What follows belongs to an exercise in optimizing a design on an open flow for a short achievable clock period and few clock cycles; a production flow would make more cautious choices.
In this exercise RTL edits were held to simulation tests only and were not proved equivalent to the original.
Power is estimated from default activity; no workload was simulated.

==> flow/design.v (excerpt) <==
module riscv_core (
    input         clk,rst_n,
    input  [31:0] instr,  
    input  [31:0] ReadData,  
    output [31:0] PCF,  
    output        MemWriteM,     
    output [31:0] ALUResultM,  
    output [31:0] WriteDataM,  
    output [2:0]  funct3M
);
Size in the first run: about 6900 cells after synthesis, about 1500 flip-flops, roughly 170 I/O pins, roughly 77000 um^2 of cells after synthesis.
clock: 10.0 ns
lec_check: 0
abc_clock_period_in_ps: 2500
cap_margin: 20
core_margin: 2
core_utilization: 45
place_density: 0.55
setup_slack_margin: 5
slew_margin: 20
tns_end_percent: 100
standard.sh (not shown) runs the stock make flow with config.mk's settings and CLKGATE_MAP_FILE= SYNTH_SCRIPT=/design/flow/synth_recipe.tcl, a recipe that flattens the netlist after the stock synthesis.
==> flow/flow/run.sh <==
#!/bin/bash
# Layout flow: the standard flow (standard.sh: ORFS synthesis and layout
# steps, the standard flow's SDC unchanged) with two changes to how the layout is made:
#  - the resizer repairs setup towards a tighter target than the 10 ns clock
#    (SETUP_SLACK_MARGIN 7), so the achieved period is as short as it can get;
#  - the slow OR3/OR4 cells are kept out of technology mapping (added to the
#    platform's own don't-use list), so abc builds carry chains from faster gates.
# The full output of the flow goes to standard_flow.log in this folder.
set -euo pipefail
here=$(pwd)
DU=" sky130_fd_sc_hd__probe_p_8 sky130_fd_sc_hd__probec_p_8 sky130_fd_sc_hd__lpflow_bleeder_1 sky130_fd_sc_hd__lpflow_clkbufkapwr_1 sky130_fd_sc_hd__lpflow_clkbufkapwr_16 sky130_fd_sc_hd__lpflow_clkbufkapwr_2 sky130_fd_sc_hd__lpflow_clkbufkapwr_4 sky130_fd_sc_hd__lpflow_clkbufkapwr_8 sky130_fd_sc_hd__lpflow_clkinvkapwr_1 sky130_fd_sc_hd__lpflow_clkinvkapwr_16 sky130_fd_sc_hd__lpflow_clkinvkapwr_2 sky130_fd_sc_hd__lpflow_clkinvkapwr_4 sky130_fd_sc_hd__lpflow_clkinvkapwr_8 sky130_fd_sc_hd__lpflow_decapkapwr_12 sky130_fd_sc_hd__lpflow_decapkapwr_3 sky130_fd_sc_hd__lpflow_decapkapwr_4 sky130_fd_sc_hd__lpflow_decapkapwr_6 sky130_fd_sc_hd__lpflow_decapkapwr_8 sky130_fd_sc_hd__lpflow_inputiso0n_1 sky130_fd_sc_hd__lpflow_inputiso0p_1 sky130_fd_sc_hd__lpflow_inputiso1n_1 sky130_fd_sc_hd__lpflow_inputiso1p_1 sky130_fd_sc_hd__lpflow_inputisolatch_1 sky130_fd_sc_hd__lpflow_isobufsrc_1 sky130_fd_sc_hd__lpflow_isobufsrc_16 sky130_fd_sc_hd__lpflow_isobufsrc_2 sky130_fd_sc_hd__lpflow_isobufsrc_4 sky130_fd_sc_hd__lpflow_isobufsrc_8 sky130_fd_sc_hd__lpflow_isobufsrckapwr_16 sky130_fd_sc_hd__lpflow_lsbuf_lh_hl_isowell_tap_1 sky130_fd_sc_hd__lpflow_lsbuf_lh_hl_isowell_tap_2 sky130_fd_sc_hd__lpflow_lsbuf_lh_hl_isowell_tap_4 sky130_fd_sc_hd__lpflow_lsbuf_lh_isowell_4 sky130_fd_sc_hd__lpflow_lsbuf_lh_isowell_tap_1 sky130_fd_sc_hd__lpflow_lsbuf_lh_isowell_tap_2 sky130_fd_sc_hd__lpflow_lsbuf_lh_isowell_tap_4  sky130_fd_sc_hd__or3_1 sky130_fd_sc_hd__or3_2 sky130_fd_sc_hd__or3_4 sky130_fd_sc_hd__or3b_1 sky130_fd_sc_hd__or3b_2 sky130_fd_sc_hd__or3b_4 sky130_fd_sc_hd__or4_1 sky130_fd_sc_hd__or4_2 sky130_fd_sc_hd__or4_4 sky130_fd_sc_hd__or4b_1 sky130_fd_sc_hd__or4b_2 sky130_fd_sc_hd__or4b_4 sky130_fd_sc_hd__or4bb_1 sky130_fd_sc_hd__or4bb_2 sky130_fd_sc_hd__or4bb_4"
bash standard.sh SETUP_SLACK_MARGIN=7 "DONT_USE_CELLS=$DU" finish > "$here/standard_flow.log" 2>&1
Testbench counts at the start, summed over its fixed seeds: cycles 90,405.
Rerun with:
CORE_UTILIZATION = 40   (was 45)
PLACE_DENSITY = 0.5   (was 0.55)
=>
- hold slack hardly moves
- worst setup slack loses 0.078 ns
- core utilization decreases by 6.0 points
- sequential share of layout area is lower by 0.53 points
- total power increases by 2.1%

v6:
riscv_core, a different RTL version from the one above (not shown whole).
Size in the first run: roughly 7,000 cells after synthesis, about 1,500 flip-flops, ~170 I/O pins, ~77,000 um2 of cells after synthesis.
clock: 10.0 ns
lec_check: 0
abc_clock_period_in_ps: 2500
cap_margin: 20
core_margin: 2
core_utilization: 40
place_density: 0.5
setup_slack_margin: 5
slew_margin: 20
tns_end_percent: 100
run.sh (not shown) runs the stock make flow with config.mk's settings and CLKGATE_MAP_FILE= SYNTH_SCRIPT=/design/flow/synth_recipe.tcl, a recipe that flattens the netlist after the stock synthesis.
Stock flow here: none of the scripts above is used.
v6 closes out successfully: all stages finished, all timing, DRC and antenna checks passed.
Testbench counts of v6, summed over its fixed seeds: cycles 90,405.
Relative to v6, the following input files were edited for v7:
==> flow/flow/run.sh (new file) <==
#!/bin/bash
# Layout flow: the standard flow (standard.sh: ORFS synthesis and layout
# steps, the standard flow's SDC unchanged) with two changes to how the layout is made:
#  - the resizer repairs setup towards a tighter target than the 10 ns clock
#    (SETUP_SLACK_MARGIN 7), so the achieved period is as short as it can get;
#  - the slow OR3/OR4 cells are kept out of technology mapping (added to the
#    platform's own don't-use list), so abc builds carry chains from faster gates.
# The full output of the flow goes to standard_flow.log in this folder.
set -euo pipefail
here=$(pwd)
DU=" sky130_fd_sc_hd__probe_p_8 sky130_fd_sc_hd__probec_p_8 sky130_fd_sc_hd__lpflow_bleeder_1 sky130_fd_sc_hd__lpflow_clkbufkapwr_1 sky130_fd_sc_hd__lpflow_clkbufkapwr_16 sky130_fd_sc_hd__lpflow_clkbufkapwr_2 sky130_fd_sc_hd__lpflow_clkbufkapwr_4 sky130_fd_sc_hd__lpflow_clkbufkapwr_8 sky130_fd_sc_hd__lpflow_clkinvkapwr_1 sky130_fd_sc_hd__lpflow_clkinvkapwr_16 sky130_fd_sc_hd__lpflow_clkinvkapwr_2 sky130_fd_sc_hd__lpflow_clkinvkapwr_4 sky130_fd_sc_hd__lpflow_clkinvkapwr_8 sky130_fd_sc_hd__lpflow_decapkapwr_12 sky130_fd_sc_hd__lpflow_decapkapwr_3 sky130_fd_sc_hd__lpflow_decapkapwr_4 sky130_fd_sc_hd__lpflow_decapkapwr_6 sky130_fd_sc_hd__lpflow_decapkapwr_8 sky130_fd_sc_hd__lpflow_inputiso0n_1 sky130_fd_sc_hd__lpflow_inputiso0p_1 sky130_fd_sc_hd__lpflow_inputiso1n_1 sky130_fd_sc_hd__lpflow_inputiso1p_1 sky130_fd_sc_hd__lpflow_inputisolatch_1 sky130_fd_sc_hd__lpflow_isobufsrc_1 sky130_fd_sc_hd__lpflow_isobufsrc_16 sky130_fd_sc_hd__lpflow_isobufsrc_2 sky130_fd_sc_hd__lpflow_isobufsrc_4 sky130_fd_sc_hd__lpflow_isobufsrc_8 sky130_fd_sc_hd__lpflow_isobufsrckapwr_16 sky130_fd_sc_hd__lpflow_lsbuf_lh_hl_isowell_tap_1 sky130_fd_sc_hd__lpflow_lsbuf_lh_hl_isowell_tap_2 sky130_fd_sc_hd__lpflow_lsbuf_lh_hl_isowell_tap_4 sky130_fd_sc_hd__lpflow_lsbuf_lh_isowell_4 sky130_fd_sc_hd__lpflow_lsbuf_lh_isowell_tap_1 sky130_fd_sc_hd__lpflow_lsbuf_lh_isowell_tap_2 sky130_fd_sc_hd__lpflow_lsbuf_lh_isowell_tap_4  sky130_fd_sc_hd__or3_1 sky130_fd_sc_hd__or3_2 sky130_fd_sc_hd__or3_4 sky130_fd_sc_hd__or3b_1 sky130_fd_sc_hd__or3b_2 sky130_fd_sc_hd__or3b_4 sky130_fd_sc_hd__or4_1 sky130_fd_sc_hd__or4_2 sky130_fd_sc_hd__or4_4 sky130_fd_sc_hd__or4b_1 sky130_fd_sc_hd__or4b_2 sky130_fd_sc_hd__or4b_4 sky130_fd_sc_hd__or4bb_1 sky130_fd_sc_hd__or4bb_2 sky130_fd_sc_hd__or4bb_4"
bash standard.sh SETUP_SLACK_MARGIN=7 "DONT_USE_CELLS=$DU" finish > "$here/standard_flow.log" 2>&1
==> flow/standard.sh (new file) <==
#!/bin/bash
# synth_recipe.tcl (not shown) runs the flow's synth.tcl, then flattens the netlist and writes it again
# the make line also repeats each setting of config.mk as NAME=value (left out here)
make -C /OpenROAD-flow-scripts/flow DESIGN_CONFIG=/design/flow/config.mk WORK_HOME=/design/flow/orfs CLKGATE_MAP_FILE= SYNTH_SCRIPT=/design/flow/synth_recipe.tcl "${@:-finish}"
removed: flow/run.sh
### Flow results
In v7, the number of buffers added for setup after CTS came out 623 above the value in v6.
v7 completed; timing, DRC and antenna clean
[compare] base=v6 new=v7: worst setup slack now larger; power share of the combinational group now larger; number of vias per cell after detailed routing shows an increase of about 3%; number of diodes added for antenna fixing increased by 8 relative to the old numbers.

==> port drivers added, routing unchanged <==
The flow's constraints put no driver on any port. The routed layouts listed below were extracted and timed again, unchanged, in two steps. Step 1 assumes that a clkbuf_16 drives the clock port and a buf_2 every other input. Step 2 moves the port delays by t, midway between the first and last clock arrival at a register: inputs arrive t later, outputs are due t later. That takes back most of the time a late clock gives input paths. Three values: ideal ports, drivers, drivers and shift; two values: the first two.
| run | shift t [ns] | setup WS [ns] | hold slack, ns |
|---|---|---|---|
| the first run of note 1 | 0.942 | 5.774 / 5.839 / 4.898 | 0.327 / 0.327 / 0.327 |
| the second run of note 1 | 0.953 | 5.696 / 5.755 / 4.802 | 0.324 / 0.324 / 0.324 |
| v6 | 0.925 | 4.918 / 4.983 / 4.057 | 0.321 / 0.321 / 0.321 |
| v7 | 0.961 | 5.601 / 5.631 / 4.670 | 0.315 / 0.315 / 0.315 |
After both steps every run listed still meets setup and hold. The setup slack of v7, which loses most, moves by +0.030 ns with the drivers and by -0.931 ns with both steps.
